From an optimization exercise on the open Yosys and OpenROAD flow, aimed at small area and a short achievable clock period; shortcuts taken in it are not production practice.
The RTL was checked by simulation tests, not by an equivalence proof against the original design.

==> job 9773: inputs <==
Design neuron, start of the top module:
module neuron (CLK, INIT, RESET, SPIKED, V_OUT, U_OUT, I, a, b, c, d);
==> flow/config.mk <==
export PLATFORM = sky130hd
export DESIGN_NAME = neuron
export DESIGN_NICKNAME = neuron
export VERILOG_FILES = /design/flow/design.v
export SDC_FILE = /design/flow/constraint.sdc
export NUM_CORES = 4
export LEC_CHECK = 0
export ABC_AREA = 1
export CAP_MARGIN = 30
export CORE_MARGIN = 2
export CORE_UTILIZATION = 60
export PLACE_DENSITY = 0.75
export SLEW_MARGIN = 70
export SYNTH_HIERARCHICAL = 1
export SYNTH_MINIMUM_KEEP_SIZE = 0
==> flow/constraint.sdc <==
create_clock -name core_clock -period 120.0 [get_ports {CLK}]
set_input_delay 24.0000 -clock core_clock [delete_from_list [all_inputs] [get_ports {CLK}]]
set_output_delay 24.0000 -clock core_clock [all_outputs]
set_load 0.01 [all_outputs]
run.sh (not shown) runs the stock make flow with config.mk's settings and CLKGATE_MAP_FILE= SYNTH_SCRIPT=/design/flow/synth_recipe.tcl, a recipe that flattens the netlist after the stock synthesis.
==> job 3891 (differences from job 9773) <==
==> flow/flow/run.sh (new file) <==
#!/bin/bash
set -euo pipefail
W=$(pwd)
bash "$W/standard.sh" SETUP_SLACK_MARGIN=60 finish > "$W/flow_make.log" 2>&1
==> flow/standard.sh (new file) <==
#!/bin/bash
# synth_recipe.tcl (not shown) runs the flow's synth.tcl, then flattens the netlist and writes it again
# the make line also repeats each setting of config.mk as NAME=value (left out here)
make -C /OpenROAD-flow-scripts/flow DESIGN_CONFIG=/design/flow/config.mk WORK_HOME=/design/flow/orfs CLKGATE_MAP_FILE= SYNTH_SCRIPT=/design/flow/synth_recipe.tcl "${@:-finish}"
CAP_MARGIN = 50   (was 30)
removed: flow/run.sh
==> job 6298 (differences from job 9773) <==
CAP_MARGIN = 50   (was 30)
==> flow_summary.toml <==
[cells_and_area]
sh_seq_area = 0.0121
final_cell_mix = "nand2_1 (4691), fa_1 (1819), inv_1 (1797), nand3_1 (1536), ha_1 (845)"

[place]
gp_congestion = 1.02
place_ws_ns = 51.15

[outcome]
status = "complete, no violations"

[global_routing]
grt_pass1_wl_um = 582000
grt_start_max_net_pins = 72
grtUsageMet2 = 0.664

[detailed_routing]
drtIter0Drc = 11164
wl_met1_um = 143000

[setup_path]
crit_buf_inv = 52

[cts]
post-cts-setup-buffers = 0
-- figures above: job 6298

==> flow_summary.toml <==
[cells_and_area]
fin_area_sq_mm = 0.123
final_cell_mix = "nand2_1 (4618), fa_1 (1751), inv_1 (1746), nand3_1 (1475), ha_1 (790)"

[place]
place_ws_ns = 50.79
gp_congestion = 1.08

[synthesis]
yosysWarnings = 10

[die]
ios = 228

[detailed_routing]
drtIter0Drc = 12593
wl_met1_um = 150000

[global_routing]
grtUsageMet2 = 0.651
grt_start_max_net_pins = 54
grt_pass1_wl_um = 596000

[setup_path]
crit_buf_inv = 36

[outcome]
status = "complete, no violations"
-- figures above: job 3891

==> flow_summary.toml <==
[detailed_routing]
wl_met1_um = 143000
drtIter0Drc = 11178

[place]
gp_congestion = 1.02
place_ws_ns = 51.27

[cells_and_area]
sh_seq_area = 0.0121

[timing]
min_period_ns = 68.81

[outcome]
status = "complete, no violations"

[setup_path]
crit_buf_inv = 50
-- figures above: job 9773


* * *

==> xenon: inputs <==
neuron, a different RTL version from the one above (not shown whole).
## neuron
module neuron (CLK, INIT, RESET, SPIKED, V_OUT, U_OUT, I, a, b, c, d);
==> flow/config.mk <==
export PLATFORM = sky130hd
export DESIGN_NAME = neuron
export DESIGN_NICKNAME = neuron
export VERILOG_FILES = /design/flow/design.v
export SDC_FILE = /design/flow/constraint.sdc
export NUM_CORES = 4
export LEC_CHECK = 0
export ABC_AREA = 1
export CAP_MARGIN = 50
export CORE_MARGIN = 2
export CORE_UTILIZATION = 60
export PLACE_DENSITY = 0.75
export SLEW_MARGIN = 70
export SYNTH_HIERARCHICAL = 1
export SYNTH_MINIMUM_KEEP_SIZE = 0
==> flow/constraint.sdc <==
create_clock -name core_clock -period 120.0 [get_ports {CLK}]
set_input_delay 24.0000 -clock core_clock [delete_from_list [all_inputs] [get_ports {CLK}]]
set_output_delay 24.0000 -clock core_clock [all_outputs]
set_load 0.01 [all_outputs]
standard.sh (not shown) runs the stock make flow with config.mk's settings and CLKGATE_MAP_FILE= SYNTH_SCRIPT=/design/flow/synth_recipe.tcl, a recipe that flattens the netlist after the stock synthesis.
==> flow/flow/run.sh <==
#!/bin/bash
set -euo pipefail
W=$(pwd)
bash "$W/standard.sh" SETUP_SLACK_MARGIN=60 SKIP_GATE_CLONING=1 SKIP_PIN_SWAP=1 finish > "$W/flow_make.log" 2>&1
==> inputs of delta, as changes to xenon <==
==> flow/flow/run.sh (replaced) <==
#!/bin/bash
set -euo pipefail
W=$(pwd)
bash "$W/standard.sh" SETUP_SLACK_MARGIN=60 finish > "$W/flow_make.log" 2>&1
- CORE_UTILIZATION: 60 -> 70
- PLACE_DENSITY: 0.75 -> 0.85
==> inputs of fjord, as changes to xenon <==
==> flow/flow/run.sh (replaced) <==
#!/bin/bash
set -euo pipefail
W=$(pwd)
bash "$W/standard.sh" SETUP_SLACK_MARGIN=60 finish > "$W/flow_make.log" 2>&1
==> inputs of garnet, as changes to xenon <==
==> flow/flow/run.sh (replaced) <==
#!/bin/bash
set -euo pipefail
W=$(pwd)
bash "$W/standard.sh" SETUP_SLACK_MARGIN=60 SKIP_GATE_CLONING=1 SKIP_PIN_SWAP=1 SETUP_MOVE_SEQUENCE=unbuffer,sizeup,buffer finish > "$W/flow_make.log" 2>&1
==> qor summary <==
quantity                                                                    xenon                      delta                     fjord                    garnet
Run status                                       no timing/DRC/antenna violations  aborted with a tool error  no timing/DRC/antenna violations  no timing/DRC/antenna violations
Failing step                                                                    -             global routing                         -                         -
Leading cell type in the layout, fill and taps excluded  sky130_fd_sc_hd__nand2_1                          -  sky130_fd_sc_hd__nand2_1  sky130_fd_sc_hd__nand2_1
Uppermost routed layer                                                       met5                          -                      met5                      met5
Sequential cell area                                                0.00137 sq mm                          -             0.00137 sq mm             0.00137 sq mm
Worst hold stages                                                               4                          -                         4                         4
Min-Delay Endpoint                                               U[31]$_SDFF_PP0_                          -          U[31]$_SDFF_PP0_          U[31]$_SDFF_PP0_
Min setup slack post-route                                               61.56 ns                          -                  61.37 ns                  61.34 ns
Skew-Pair Late Insertion Delay                                            0.39 ns                          -                   0.38 ns                   0.38 ns
Overall routed net length                                                  390 mm                          -                    396 mm                    385 mm
Met3 Wirelength                                                           42.2 mm                          -                   43.7 mm                   40.0 mm
Flip-flop and latch share of the layout cell area                          0.0119                          -                    0.0117                    0.0118
Number of placement rows                                                      152                        140                       152                       152
Area of the multi-input gates                                        0.0946 sq mm                          -              0.0958 sq mm              0.0968 sq mm
Worst Skew                                                              0.0178 ns                          -                 0.0193 ns                 0.0173 ns
Initial core utilization                                                    0.602                      0.706                     0.602                     0.602

separate check: timing with driven ports:
The results above use ideal ports. As a check the final layouts listed here were re-extracted and re-timed, cells and wires unchanged.
Step 1 (the two cells are an assumption about what drives the block):
set clk [get_ports {CLK}]
set_driving_cell -lib_cell sky130_fd_sc_hd__clkbuf_16 $clk
set_driving_cell -lib_cell sky130_fd_sc_hd__buf_2 [delete_from_list [all_inputs] $clk]
Step 2 times the ports against the registers' clock, not the clock port: input delays grow and output delays shrink by t, the midpoint of the rising clock arrivals with the driver on.
Three values: ideal, step 1, step 2; two values: the first two.
run | shift t [ns] | setup WS [ns] | hold slack, ns | worst register clock-pin slew, ns
job 9773 | 0.416 | 51.193 / 51.193 / 51.193 | 0.797 / 0.797 / 0.797 | 0.07 / 0.07
job 3891 | 0.450 | 61.420 / 61.457 / 61.007 | 0.806 / 0.806 / 0.806 | 0.07 / 0.07
job 6298 | 0.412 | 51.860 / 51.860 / 51.860 | 0.823 / 0.823 / 0.823 | 0.07 / 0.07
xenon | 0.438 | 61.558 / 61.531 / 61.093 | 0.805 / 0.805 / 0.805 | 0.07 / 0.07
fjord | 0.428 | 61.373 / 61.409 / 60.981 | 0.812 / 0.812 / 0.812 | 0.07 / 0.07
garnet | 0.434 | 61.336 / 61.316 / 60.882 | 0.813 / 0.813 / 0.813 | 0.07 / 0.07
After both steps setup and hold are still met in every run listed. For xenon, which loses most, drivers alone change the setup slack by -0.027 ns; drivers and shift together by -0.465 ns.
